This design comes from an exercise in tuning for small area and a short achievable clock period on the open sky130 flow, not from production work. In this exercise RTL edits were held to simulation tests only and were not proved equivalent to the original.

## flow/run.sh

```bash
#!/bin/bash
# synth_recipe.tcl (not shown) runs the flow's synth.tcl, then flattens the netlist and writes it again
# the make line also repeats each setting of config.mk as NAME=value (left out here)
make -C /OpenROAD-flow-scripts/flow DESIGN_CONFIG=/design/flow/config.mk WORK_HOME=/design/flow/orfs CLKGATE_MAP_FILE= SYNTH_SCRIPT=/design/flow/synth_recipe.tcl finish
```

## flow/config.mk

```make
export PLATFORM = sky130hd
export DESIGN_NAME = MAF
export DESIGN_NICKNAME = MAF
export VERILOG_FILES = /design/flow/design.v
export SDC_FILE = /design/flow/constraint.sdc
export NUM_CORES = 4
export LEC_CHECK = 0
export CAP_MARGIN = 20
export CORE_MARGIN = 2
export CORE_UTILIZATION = 40
export SLEW_MARGIN = 20
```

## flow/constraint.sdc

```tcl
create_clock -name core_clock -period 10.0 [get_ports {clk}]
set_input_delay 2.0000 -clock core_clock [delete_from_list [all_inputs] [get_ports {clk}]]
set_output_delay 2.0000 -clock core_clock [all_outputs]
set_load 0.01 [all_outputs]
```

## flow/design.v

```verilog
`timescale 1ns / 1ps
module MAF( 
    input clk,  
    input  [31:0] A, B,C,
    input  [1:0]  func,
    output [63:0] Result
    );
    wire [63:0] mult_out_reg;
    Pipeline1 P1(clk,A, B, func, mult_out_reg);
    Pipeline2 P2(clk,C, mult_out_reg, func, Result);
endmodule
module Pipeline1(
    input clk,
    input  [31:0] A,
    input  [31:0] B,
    input  [1:0] func,
    output [63:0] mult_out
    );
    reg [31:0] mux_w;
    always @(*) begin
        case(func)
            2'b00: mux_w <= B;
            2'b01: mux_w <= 32'h1;
            2'b10: mux_w <= B;
            2'b11: mux_w <= 32'h1;
        endcase
    end    
   assign mult_out = A * mux_w; 
endmodule
module Pipeline2(
    input clk,
    input  [31:0] c_reg,
    input  [63:0] mult_out_reg,
    input  [1:0] func_reg,
    output reg [63:0] Result
    );
    reg [31:0] mux_w;
    always @(*) begin
        case(func_reg)
            2'b00: mux_w <= 0;
            2'b01: mux_w <= c_reg;
            2'b10: mux_w <= c_reg;
            2'b11: mux_w <= 0;
        endcase
    end
   always @(posedge clk) begin
   Result <= mult_out_reg + mux_w;
   end
endmodule
```

==> out/results.txt <==
status -> finished clean
fin crit period -> 9.739 ns
# IOs -> 163
share of cells above drive strength 1 -> 11.40%
main flop type after synthesis -> dfxtp_1
DR DRC count -> 0
HPWL Detailed -> 94.07 mm
Rel. slew slack -> 62.58%
die area -> 93320 um2
Synth Warn # -> 2
biggest regs -> P2.Result: 64 flops
routed wire length -> 112.7 mm
maxcap violations -> 0
largest net degree at the start of global routing -> 53
Die W -> 305.5 um
Num CTS Buffers -> 9
final non-filler cell total -> 5495
GRT Util Overall -> 24.70%
post-synthesis register bit count -> 64
post-route cell area -> 42670 um2
sequential area share after synthesis -> 3.524%
Hold Vio Cnt, Final -> 0
Area Overhead vs Synth -> 17.38%
Antenna Nets Post-Route -> 0
synth unique cells -> 56
Hold EP -> P2.Result[0]
H-tree Lvls -> 3
Util after Layout -> 47.41%
initial drt markers -> 2035
Critical Path RT -> 10.26 ns
Slew @ Worst Pin -> 0.5554 ns
Routability Congestion -> 0.9350
average wire per standard cell -> 20.50 um
CP max-delay cell -> fa_1
Setup TNS -> 0 ns
row cnt -> 110
Final nets -> 5604
PortBufs -> 162
Slowest Stage Delay on Critical Path -> 0.61 ns
total grt overflow -> 0
EDFF count, synth -> 0
CTS tree -> yes
asr flop ratio synth -> 0%
Largest Register -> P2.Result
syn_nets -> 5317
routed wl met3 -> 6.799 mm
most used cell, CP -> fa_1
CORE AREA -> 90010 um2
Die Ht -> 305.5 um
FMAX -> 102.7 MHz
Syn Area/Cell -> 9.033 um2
Slew Viols, Final -> 0
TritonRoute pass-1 iters -> 5
highest metal used -> met4
max reg flops -> 64
critical path endpoint category -> register
Critical Path Start Type -> primary input
Vias/cell -> 5.230
first-pass GRT wire length -> 176.8 mm
Crit Path Max Fanout -> 18
met1 WL -> 44.02 mm
CTS sink cnt -> 64
initial antenna violation count -> 2
WL met2 -> 57.40 mm
final setup margin -> 0.2608 ns
DP Worst Slack -> -0.6712 ns
Hold Buf Count CTS -> 0
Placement Cell Area -> 41660 um2
Final period util -> 97.39%
dpl cells -> 5456
Worst-path clk slew -> 0.06 ns
top-area cell type share of the netlist area -> 51.10%
synthesized area -> 36360 um2
Hold Startpoint -> C[0]
Cells after Synth -> 4025
unrepaired setup endpoints after global routing -> no
DR vias -> 28740
worst hold slack -> 2.385 ns
Hold Path Class -> primary input to register
Hold Crit Depth -> 3
Synth area leader -> fa_1
number of global-route vias before repair -> 30910
# setup viols final -> 0
Clock Tree Buf Depth -> 2
root buf cell -> clkbuf_16
WS Path Type -> primary input to register
Worst EP arrival -> 10.00 ns
initial core utilization -> 40.39%
Setup crit start -> func[1]
main area contributors after synthesis -> fa_1 51%, and3_1 10%, inv_1 10%, ha_1 9.1%, nand2_1 4.7%
## how the worst max path moves through the flow
stage | end
after floorplan | P2.Result[56]
after global placement | P2.Result[48]
after detailed placement | P2.Result[59]
after CTS | P2.Result[56]
after global routing | P2.Result[57]
final | P2.Result[61]
## critical path: cells and delay by family
family / cells / cell delay, ns
AO/OA/AOI/OAI: 6 / 1.28
XOR/XNOR: 1 / 0.23
adder cells (fa/ha/maj): 10 / 4.57
buffers and inverters: 13 / 1.58
AND/OR/NAND/NOR: 2 / 0.29
## cells in the mapped netlist (2+ instances only)
library cell	count
and2_1	43
a21oi_1	60
fa_1	928
inv_1	973
xnor2_1	33
nand2b_1	19
a221o_1	2
dfxtp_1	64
and3_1	599
nand4_1	18
nor2_1	29
o211ai_1	5
o21ba_2	2
o21a_1	6
a21o_1	45
nor3_1	6
nor2b_1	23
o21bai_1	12
a32oi_1	2
a21boi_0	3
buf_2	2
o21ai_0	34
a21oi_2	2
and4_1	4
clkbuf_1	280
and2_0	4
a211o_1	3
ha_1	265
o31ai_1	6
a211oi_1	6
nand3_1	21
a31oi_1	9
nand2_1	460
nand4b_1	3
buf_1	3
a31o_2	3
xor2_1	29
## cells in the final DEF (no fill, tap or decap), types with 5 or more instances in the layout
cell type / count
inv_1: 970
fa_1: 920
and3_1: 594
nand2_1: 459
buf_4: 340
ha_1: 252
clkdlybuf4s50_1: 160
dfxtp_1: 64
a21oi_1: 54
a21o_1: 45
buf_12: 38
and2_1: 35
xnor2_1: 33
xor2_1: 29
o21ai_0: 28
nor2_1: 27
nor2b_1: 23
nand3_1: 21
nand2b_1: 19
nand4_1: 18
clkbuf_16: 13
buf_6: 12
o21bai_1: 11
ha_4: 11
a31oi_1: 9
fa_2: 8
and2_4: 7
a21oi_2: 7
o21a_1: 6
nor3_1: 6
o211ai_1: 5
o21ai_1: 5
## final cells by class
class	instances	area, um2
Clock buffer	11	232.7
Sequential cell	64	1281
Timing Repair Buffer	562	5290
Inverter	973	3652
Fill cell	8657	47340
Clock inverter	5	33.78
Multi-Input combinational cell	2702	30710
Tap cell	1176	1471
Antenna cell	2	5.005
## logic make-up after synthesis
group	after synthesis	share of synthesized area, %
buf+inv	1259	13.02
simple gates	1235	17.86
flops	64	3.524
fa+ha+maj	1193	60.22
compound gates	211	3.861
xor+xnor	62	1.494
mux	1	0.02753
## routing by layer
metal,up-vias,track usage [%]
li1,12650,-
met1,14880,31.67
met2,1004,43.17
met3,206,2.933
met4,0,8.523
met5,-,0
## what timing repair did
item | 4_1_cts | 5_1_grt
buffers inserted | 5 | 13
gates resized for setup | 32 | 79
endpoints found under the setup margin | 17 | 29
gates cloned | 1 | 4
pin swaps | 8 | 36

==> port drivers added, routing unchanged <==
Ports are ideal in the flow. The routed layout listed here was re-timed in OpenROAD.
Step 1: set_driving_cell puts a clkbuf_16 on clk and a buf_2 on each other input, an assumption about the parent block.
Step 2, shift: input delay + t, output delay - t, t = (earliest + latest rising clock arrival at the registers) / 2. This alone moves slack from input paths to output paths.
a / b / c = ideal / step 1 / step 2; a / b = the first two.
t, ns: 0.396
setup WS [ns]: 0.261 / 0.284 / -0.112
slew at the worst register clock pin (ns): 0.06 / 0.06
With both steps, setup timing fails in this run, where it was met with ideal ports. The setup slack of this run moves by +0.023 ns with the drivers and by -0.373 ns with both steps.
